What follows belongs to an exercise in optimizing a design on an open flow for small area and a short achievable clock period; a production flow would make more cautious choices. Where RTL was checked, it was by simulation tests only, not by an equivalence proof against the original. Power figures rest on the tool's default switching activity, not on a simulated workload.

build 92:
Design mult_top, start of the top module:
module mult_top(
    input clk,
    input  [15:0] x,
    input  [15:0] y,
    output reg [31:0] p_out
    );
For scale: roughly 880 cells after synthesis, roughly 67 flip-flops, about 6900 µm² of cells after synthesis.
clock: 7.0 ns
lec_check: 0
cap_margin: 20
core_margin: 2
core_utilization: 40
slew_margin: 20
run.sh (not shown) runs the stock make flow with config.mk's settings and CLKGATE_MAP_FILE= SYNTH_SCRIPT=/design/flow/synth_recipe.tcl, a recipe that flattens the netlist after the stock synthesis.
## Diff of input files: build 84 against build 92
Settings: ABC_AREA newly set to 1; SETUP_SLACK_MARGIN newly set to 3.0.
==> flow/flow/run.sh (new file) <==
#!/bin/bash
# Layout flow: the standard ORFS flow (standard.sh) with these changes:
#  - synthesis runs flow/synth.tcl: synth_recipe.tcl with ABC using flow/abc.script;
#  - Yosys's full/half adder extraction is off (ADDER_MAP_FILE empty), so ABC
#    maps the adders itself;
#  - the port buffers are sky130_fd_sc_hd__buf_2 instead of the delay buffer
#    buffer_ports picks by default.
# make's full output goes to flow_make.log; each tool's log is under orfs/logs/.
set -euo pipefail
cd "$(dirname "$0")/.."
export FLOW_ABC_SCRIPT="$PWD/flow/abc.script"
sed "s#synth_recipe.tcl#flow/synth.tcl#" standard.sh > flow_standard.sh
bash flow_standard.sh ADDER_MAP_FILE= "BUFFER_PORTS_ARGS=-buffer_cell sky130_fd_sc_hd__buf_2" finish > flow_make.log 2>&1
==> flow/flow/abc.script (new file) <==
strash
dch
map -D 5000
topo
stime -c
buffer -c
upsize -c
dnsize -c
==> flow/flow/synth.tcl (new file) <==
# synth_recipe.tcl (the standard synthesis) with one change: the abc call uses
# flow/abc.script in place of ORFS's ABC script.
proc synth {args} { yosys synth -nofsm -noshare {*}$args }
proc abc {args} {
  set i [lsearch -exact $args -script]
  lset args [expr {$i + 1}] $::env(FLOW_ABC_SCRIPT)
  yosys abc {*}$args
}
source $::env(SCRIPTS_DIR)/synth.tcl
# left out here: clear keep_hierarchy, flatten, clean up, hide names made inside functions, write 1_2_yosys.v
==> flow/standard.sh (new file) <==
#!/bin/bash
# synth_recipe.tcl (not shown) runs the flow's synth.tcl, then flattens the netlist and writes it again
# the make line also repeats each setting of config.mk as NAME=value (left out here)
make -C /OpenROAD-flow-scripts/flow DESIGN_CONFIG=/design/flow/config.mk WORK_HOME=/design/flow/orfs CLKGATE_MAP_FILE= SYNTH_SCRIPT=/design/flow/synth_recipe.tcl "${@:-finish}"
removed: flow/run.sh
Findings:
When the final numbers for build 92 and build 84 were put side by side, the number of vias after detailed routing turned out to be greater in build 92.
Build 92 -> build 84: number of fillers in the final layout decreased by more than a quarter
Run comparison: build 92 source of the critical timing path lx_r[0]; build 84 source of the critical timing path y[13]
Per the comparison of build 84 with build 92, total buffers and inverters traversed by the critical path went up 4, pin count of the biggest net entering global routing went down 37%, area growth from synthesis to layout went up 30 points, number of buffers other than clock buffers in the final layout went up 130%, routed wire length went down about 5%.
Against build 92, build 84 reports a reported net switching power that is higher.
Looking only at total power draw, and setting everything else aside, the lower value of build 92 and build 84 goes to build 92.
On number of placed cells counting well taps, build 92 and build 84 are basically level.
#### Input delta (build 10 over build 84)
==> flow/flow/run.sh <==
#!/bin/bash
# Layout flow: the standard ORFS flow (standard.sh) with Yosys's full/half
# adder extraction turned off (ADDER_MAP_FILE empty), so that ABC maps the
# adders itself. Everything else, including the synthesis script, is standard.
set -euo pipefail
cd "$(dirname "$0")/.."
bash standard.sh ADDER_MAP_FILE= finish > flow_make.log 2>&1
removed: flow/flow/abc.script
removed: flow/flow/synth.tcl
In the metrics for build 10 and build 84, the one carrying the higher growth of design area from synthesis to finish is build 84. Diff build 84 -> build 10: post-synthesis sequential area ratio lower, cell-internal power lost 17%, wire length per cell after detailed routing has decreased, clock network fraction of design power went up by 2.3 points. Build 10: done, clean on timing, DRC and antenna. Between build 10 and build 84, it is build 10 whose slew at the pin closest to its max-slew limit is lower, by 0.071 ns. On maximum frequency: between build 10 and build 84, it ends up higher for build 10. The synthesized netlist cell count in build 84 is 0.812 times that in build 10. Across both runs, relative contribution of combinational cells to total power was lower for build 10 than for build 84. Share of synthesized registers carrying an async set or reset came out exactly the same in build 10 and build 84.
> inputs changed (build 10 -> build 28)
Settings: a change of SETUP_SLACK_MARGIN from 3.0 to 4.0.
[summary]
Via count grows by more than 10% when moving from build 10 to build 28. Per the comparison of build 28 with build 10, final-layout clock-cell area share lost 1.2 points, logic gate share of total power went up by 9.7 points.

* * *

== job 6355 ==
Another version of the RTL of mult_top (not shown whole).
Size: roughly 1,200 cells after synthesis, roughly 96 flip-flops, roughly 65 I/O pins, ~7500 um2 of cells after synthesis.
clock: 7.0 ns
lec_check: 0
abc_area: 1
cap_margin: 20
core_margin: 2
core_utilization: 40
setup_slack_margin: 3.5
slew_margin: 20
standard.sh (not shown) runs the stock make flow with config.mk's settings and CLKGATE_MAP_FILE= SYNTH_SCRIPT=/design/flow/synth_recipe.tcl, a recipe that flattens the netlist after the stock synthesis.
==> flow/flow/run.sh <==
#!/bin/bash
# Layout flow: the standard ORFS flow (standard.sh) with two changes:
#  - Yosys's full/half adder extraction is off (ADDER_MAP_FILE empty), so ABC
#    maps the adders itself;
#  - the port buffers are sky130_fd_sc_hd__buf_2 instead of the delay buffer
#    buffer_ports picks by default.
# make's full output goes to flow_make.log; each tool's log is under orfs/logs/.
set -euo pipefail
cd "$(dirname "$0")/.."
bash standard.sh ADDER_MAP_FILE= "BUFFER_PORTS_ARGS=-buffer_cell sky130_fd_sc_hd__buf_2"  finish > flow_make.log 2>&1
Input changes introduced in job 6740 (baseline for comparison: job 6355):
- SETUP_SLACK_MARGIN: 3.5 -> 3.0
==> summary.txt <==
Status | job 6740 and job 6355 | clean
Register-to-register slack: job 6355 vs job 6740 — no meaningful difference
Comparing net switching fraction of the power for job 6740 and job 6355, the smaller number came from job 6355.
Compared job 6740 vs job 6355, and worst setup slack is down in job 6740.
Comparing fraction of standard cell area that is sequential for job 6740 and job 6355, the smaller number came from job 6355.
The cell area of job 6740 was superior to that of job 6355.
Job 6740 ended up with fewer standard cells than job 6355.
In terms of met1 usage, job 6740 and job 6355 differ only marginally.
Compared to job 6355, the routing of job 6740 uses less wire.
Summary of job 6740 over job 6355: total chip power now smaller; final critical path time including I/O delays and setup climbed 0.085 ns.
Function was not checked in any run of this note: the RTL went through the layout flow alone.

* * *

Setup of the previous run:
mult_top, a different RTL version from the one above (not shown whole).
Size: roughly 1100 cells after synthesis, ~61 flip-flops, ~65 I/O pins, roughly 8100 sq um of cells after synthesis.
make LEC_CHECK=0 CAP_MARGIN=20 CORE_MARGIN=2 CORE_UTILIZATION=40 SLEW_MARGIN=20 finish   # period 7.0 ns
run.sh (not shown) runs the stock make flow with config.mk's settings and CLKGATE_MAP_FILE= SYNTH_SCRIPT=/design/flow/synth_recipe.tcl, a recipe that flattens the netlist after the stock synthesis.
Stock flow here: none of the scripts above is used.
The previous run: full flow OK, the timing, DRC and antenna checks passed
For the current run, these inputs were changed with respect to the previous run:
# the previous run
export LEC_CHECK = 0
export CAP_MARGIN = 20
export CORE_MARGIN = 2
export CORE_UTILIZATION = 40
export SLEW_MARGIN = 20
create_clock -name core_clock -period 7.0 [get_ports {clk}]
# the current run
export LEC_CHECK = 0
export ABC_AREA = 1
export CAP_MARGIN = 20
export CORE_MARGIN = 2
export CORE_UTILIZATION = 40
export SLEW_MARGIN = 20
create_clock -name core_clock -period 7.0 [get_ports {clk}]
Findings:
The combinational family with the most area after synthesis comes out compound AO/OA/AOI/OAI gates in one run and simple AND/OR/NAND/NOR gates in the other, namely in the previous run and the current run respectively. Compared to the previous run, the router laid down less metal wire for the current run. Across both runs, utilization was higher for the current run than for the previous run. Combinational group share of total power, the current run and the previous run: larger value in the previous run. The current run against the previous run: worst path setup slack after routing picked up an extra 0.35 ns; number of primary I/O pins ~0 delta. The current run ended with more routability congestion estimate than the previous run.
Function was not checked in any run of this note: the RTL went through the layout flow alone.

* * *

v51:
mult_top, a different RTL version from the one above (not shown whole).
Size in the first run: ~69 flip-flops.
Design mult_top, start of the top module:
module mult_top(
    input clk,
    input  [15:0] x,
    input  [15:0] y,
    output [31:0] p_out
    );
    wire [8:0]  el, eh;
    wire        ec, sf0, s;
    wire [3:0]  nx, ny;
    wire [2:0]  fx, fy;
    elm_stage1 s1(.x(x), .y(y), .el(el), .ec(ec), .eh(eh), .sf0(sf0),
                  .nx(nx), .fx(fx), .ny(ny), .fy(fy), .s(s));
    reg [8:0]  el_r, eh_r;
    reg        ec_r, sf0_r, s_r, z_r;
    reg [6:0]  lx_r, ly_r;
    always @(posedge clk) begin
        el_r  <= el;
        ec_r  <= ec;
        eh_r  <= eh;
        sf0_r <= sf0;
        s_r   <= s;
        z_r   <= ~((x[13] | (|x[7:0])) & (y[13] | (|y[7:0])));
        lx_r  <= {nx, fx};
        ly_r  <= {ny, fy};
    end
    wire [7:0]  l = {1'b0, lx_r} + {1'b0, ly_r};
    wire [13:0] pl;
    wire [8:0]  ql, qh;
    wire        qc;
    elm_stage2 s2(.el(el_r), .ec(ec_r), .eh(eh_r), .sf0(sf0_r), .l(l), .s(s_r), .z(z_r),
                  .pl(pl), .ql(ql), .qc(qc), .qh(qh));
    reg [13:0] pl_q;
    reg [8:0]  ql_q, qh_q;
    reg        qc_q;
    always @(posedge clk) begin
        pl_q <= pl;
        ql_q <= ql;
        qc_q <= qc;
        qh_q <= qh;
    end
  ...
Settings: LEC_CHECK=0, ABC_AREA=1, CAP_MARGIN=20, CORE_MARGIN=2, CORE_UTILIZATION=40, SETUP_SLACK_MARGIN=3.4, SLEW_MARGIN=20; clock period 7.0 ns.
standard.sh (not shown) runs the stock make flow with config.mk's settings and CLKGATE_MAP_FILE= SYNTH_SCRIPT=/design/flow/synth_recipe.tcl, a recipe that flattens the netlist after the stock synthesis.
==> flow/flow/run.sh <==
#!/bin/bash
# Layout flow: the standard ORFS flow (standard.sh) with two changes:
#  - Yosys's full/half adder extraction is off (ADDER_MAP_FILE empty), so ABC
#    maps the adders itself;
#  - the port buffers are sky130_fd_sc_hd__buf_1 instead of the delay buffer
#    buffer_ports picks by default.
# make's full output goes to flow_make.log; each tool's log is under orfs/logs/.
set -euo pipefail
cd "$(dirname "$0")/.."
bash standard.sh ADDER_MAP_FILE= "BUFFER_PORTS_ARGS=-buffer_cell sky130_fd_sc_hd__buf_1"  finish > flow_make.log 2>&1
The inputs of v21 differ from those of v51 as listed below.
Settings: a change of SETUP_SLACK_MARGIN from 3.4 to 3.0.
-- flow/flow/run.sh --
<<< v51, line 5
#  - the port buffers are sky130_fd_sc_hd__buf_1 instead of the delay buffer
>>> v21, line 5
#  - the port buffers are sky130_fd_sc_hd__buf_2 instead of the delay buffer
<<< v51, line 10
bash standard.sh ADDER_MAP_FILE= "BUFFER_PORTS_ARGS=-buffer_cell sky130_fd_sc_hd__buf_1"  finish > flow_make.log 2>&1
>>> v21, line 10
bash standard.sh ADDER_MAP_FILE= "BUFFER_PORTS_ARGS=-buffer_cell sky130_fd_sc_hd__buf_2"  finish > flow_make.log 2>&1
[summary]
- The standard cells in v21 occupy less silicon area than those in v51 do.
- v21 reached the final stage; the timing, DRC and antenna checks on its layout passed.
- When the final numbers for v51 and v21 were put side by side, the first-pass GRT wire length turned out to be smaller in v21.
- Diff v51..v21 | sequential power | negligible
[inputs] v5 vs v21
Settings: CTS_BUF_LIST now sky130_fd_sc_hd__clkbuf_8, previously not set; SETUP_SLACK_MARGIN now 3.1, was 3.0.
- v5: done, clean on timing, DRC and antenna
- Between v21 and v5, power density over the cells is lower for v5, v21 comes in above that.
- The met2 routed wirelength of v21 and that of v5 are within noise of each other.
- In v5 relative to v21, power dissipated by switching net loads had gone down slightly.
- Diff v21 -> v5 | final-layout fill cell count | increase of about 0.6%
- Compared with v21, v5 shows a lower cell area.
- Library cell contributing the largest single delay on the critical path = sky130_fd_sc_hd__buf_2: v21; library cell contributing the largest single delay on the critical path = sky130_fd_sc_hd__o21ai_0: v5

* * *

## the baseline
Starting RTL as in the previous note.
Design mult_top, start of the top module:
module mult_top(
    input clk,
    input  [15:0] x,
    input  [15:0] y,
    output [31:0] p_out
    );
Settings: LEC_CHECK=0, ABC_AREA=1, CAP_MARGIN=20, CORE_MARGIN=2, CORE_UTILIZATION=40, CTS_BUF_LIST=sky130_fd_sc_hd__clkbuf_8, GPL_TIMING_DRIVEN=0, SETUP_SLACK_MARGIN=3.3, SLEW_MARGIN=20; clock period 7.0 ns.
==> flow/flow/run.sh <==
#!/bin/bash
# Layout flow: the standard ORFS flow (standard.sh) with two changes:
#  - Yosys's full/half adder extraction is off (ADDER_MAP_FILE empty), so ABC
#    maps the adders itself;
#  - the port buffers are sky130_fd_sc_hd__buf_2 instead of the delay buffer
#    buffer_ports picks by default.
# make's full output goes to flow_make.log; each tool's log is under orfs/logs/.
set -euo pipefail
cd "$(dirname "$0")/.."
bash standard.sh ADDER_MAP_FILE= "BUFFER_PORTS_ARGS=-buffer_cell sky130_fd_sc_hd__buf_2"  finish > flow_make.log 2>&1
Edits applied to the flow inputs when going from the baseline to the candidate:
Settings: a deleted GPL_TIMING_DRIVEN that had been 0.
==> flow/flow/run.sh <==
#!/bin/bash
# Layout flow: the standard ORFS flow (standard.sh) with these changes:
#  - synthesis runs flow/synth.tcl: synth_recipe.tcl with ABC using flow/abc.script;
#  - Yosys's full/half adder extraction is off (ADDER_MAP_FILE empty), so ABC
#    maps the adders itself;
#  - the port buffers are sky130_fd_sc_hd__buf_2 instead of the delay buffer
#    buffer_ports picks by default.
# make's full output goes to flow_make.log; each tool's log is under orfs/logs/.
set -euo pipefail
cd "$(dirname "$0")/.."
export FLOW_ABC_SCRIPT="$PWD/flow/abc.script"
sed "s#synth_recipe.tcl#flow/synth.tcl#" standard.sh > flow_standard.sh
bash flow_standard.sh ADDER_MAP_FILE= "BUFFER_PORTS_ARGS=-buffer_cell sky130_fd_sc_hd__buf_2" finish > flow_make.log 2>&1
==> flow/flow/abc.script (new file) <==
strash
dch
map -B 0.5
topo
stime -c
buffer -c
upsize -c
dnsize -c
==> flow/flow/synth.tcl (new file) <==
# synth_recipe.tcl (the standard synthesis) with one change: the abc call uses
# flow/abc.script in place of ORFS's ABC script.
proc synth {args} { yosys synth -nofsm -noshare {*}$args }
proc abc {args} {
  set i [lsearch -exact $args -script]
  lset args [expr {$i + 1}] $::env(FLOW_ABC_SCRIPT)
  yosys abc {*}$args
}
source $::env(SCRIPTS_DIR)/synth.tcl
# left out here: clear keep_hierarchy, flatten, clean up, hide names made inside functions, write 1_2_yosys.v
==> summary.txt <==
Looking at relative slew slack, the candidate sits 1.4 points lower than the baseline does.
[compare] base=the baseline new=the candidate: simple-gate share of the synthesized area now sits lower; via count of the first global-routing pass now sits higher; final net count now sits lower.
Sort the baseline and the candidate by area of the multi-input gates desc -> top: the candidate

* * *

mult_top again, from the RTL that the note above started with.
export LEC_CHECK = 0
export ABC_AREA = 1
export CAP_MARGIN = 20
export CORE_MARGIN = 2
export CORE_UTILIZATION = 40
export CTS_BUF_LIST = sky130_fd_sc_hd__clkbuf_8
export PLACE_DENSITY = 0.7
export SETUP_SLACK_MARGIN = 3.3
export SLEW_MARGIN = 20
create_clock -name core_clock -period 7.0 [get_ports {clk}]
==> flow/flow/run.sh <==
#!/bin/bash
# Layout flow: the standard ORFS flow (standard.sh) with two changes:
#  - Yosys's full/half adder extraction is off (ADDER_MAP_FILE empty), so ABC
#    maps the adders itself;
#  - the port buffers are sky130_fd_sc_hd__buf_2 instead of the delay buffer
#    buffer_ports picks by default.
# make's full output goes to flow_make.log; each tool's log is under orfs/logs/.
set -euo pipefail
cd "$(dirname "$0")/.."
bash standard.sh ADDER_MAP_FILE= "BUFFER_PORTS_ARGS=-buffer_cell sky130_fd_sc_hd__buf_2"  finish > flow_make.log 2>&1
The starting point ran to the end with no violations.
Change:
--- a/flow/config.mk
+++ b/flow/config.mk
@@ -11 +11 @@
-export CORE_UTILIZATION = 40
+export CORE_UTILIZATION = 60
@@ -13 +12,0 @@
-export PLACE_DENSITY = 0.7
Result: Worst hold slack gets better by 0.019 ns. Total power rose by 2.9%. Final area shrinks by 0.61%. Global-route usage came out higher by 11 points. First-iteration DRC count shrinks by 31%. Non-clock buffer count is higher by 2. Fmax barely changes. Wire length goes up by 7.0%. Utilization is higher by 24 points. Area after synthesis is unchanged.
Change:
--- a/flow/flow/run.sh
+++ b/flow/flow/run.sh
@@ -10 +10 @@
-bash standard.sh ADDER_MAP_FILE= "BUFFER_PORTS_ARGS=-buffer_cell sky130_fd_sc_hd__buf_2"  finish > flow_make.log 2>&1
+bash standard.sh ADDER_MAP_FILE= "BUFFER_PORTS_ARGS=-buffer_cell sky130_fd_sc_hd__buf_2" RECOVER_POWER=100 finish > flow_make.log 2>&1
--- a/flow/config.mk
+++ b/flow/config.mk
@@ -11 +11 @@
-export CORE_UTILIZATION = 60
+export CORE_UTILIZATION = 40
Result:
- wire length shrinks by 7.0%
- fmax shrinks by 28%
- non-clock buffer count shrinks by 2
- design area shrinks by 2.4%
- critical path depth shrinks by 3
- final cell count grows by 4.5%
- clock-buffer cell count grows by 4
- synthesized cell count does not change
- synthesized area is unchanged

## what the ideal ports hide
The results above use ideal ports. As a check the final layouts listed here were re-extracted and re-timed, cells and wires unchanged.
Step 1: set_driving_cell puts a clkbuf_16 on clk and a buf_2 on each other input, an assumption about the parent block.
Step 2, shift: input delay + t, output delay - t, t = (earliest + latest rising clock arrival at the registers) / 2. This alone moves slack from input paths to output paths.
Slacks: no drivers / after step 1 / after step 2; pairs: no drivers / after step 1.
| run | t, ns | setup WS [ns] | latest minus earliest clock arrival (ns) | slew at the worst register clock pin (ns) |
|---|---|---|---|---|
| build 92 | 0.368 | 1.014 / 1.014 / 1.014 | 0.008 / 0.008 | 0.05 / 0.05 |
| build 84 | 0.376 | 2.746 / 2.724 / 2.348 | 0.005 / 0.005 | 0.06 / 0.06 |
| build 10 | 0.369 | 3.122 / 3.139 / 2.770 | 0.008 / 0.008 | 0.06 / 0.06 |
| build 28 | 0.376 | 3.505 / 3.513 / 3.137 | 0.007 / 0.007 | 0.06 / 0.06 |
| job 6355 | 0.389 | 3.292 / 3.248 / 3.480 | 0.011 / 0.012 | 0.07 / 0.07 |
| job 6740 | 0.387 | 3.207 / 3.163 / 3.428 | 0.012 / 0.011 | 0.07 / 0.07 |
| the previous run | 0.364 | 1.282 / 1.290 / 0.926 | 0.006 / 0.006 | 0.05 / 0.05 |
| the current run | 0.369 | 1.629 / 1.645 / 1.276 | 0.006 / 0.006 | 0.05 / 0.05 |
| v51 | 0.359 | 3.616 / 3.617 / 3.258 | 0.004 / 0.005 | 0.05 / 0.05 |
| v21 | 0.364 | 3.378 / 3.394 / 3.030 | 0.010 / 0.010 | 0.06 / 0.06 |
| v5 | 0.378 | 3.449 / 3.461 / 3.083 | 0.014 / 0.014 | 0.08 / 0.08 |
| the baseline | 0.379 | 3.608 / 3.610 / 3.231 | 0.008 / 0.007 | 0.07 / 0.07 |
| the candidate | 0.381 | 3.448 / 3.462 / 3.081 | 0.017 / 0.016 | 0.08 / 0.08 |
| the first run of note 6 | 0.369 | 3.538 / 3.541 / 3.172 | 0.011 / 0.011 | 0.07 / 0.07 |
| the second run of note 6 | 0.384 | 3.540 / 3.533 / 3.149 | 0.009 / 0.009 | 0.09 / 0.09 |
| the third run of note 6 | 0.376 | 2.218 / 2.232 / 1.856 | 0.015 / 0.015 | 0.08 / 0.08 |
After both steps setup and hold are still met in every run listed. The setup slack of build 84, which loses most, moves by -0.022 ns with the drivers and by -0.398 ns with both steps.
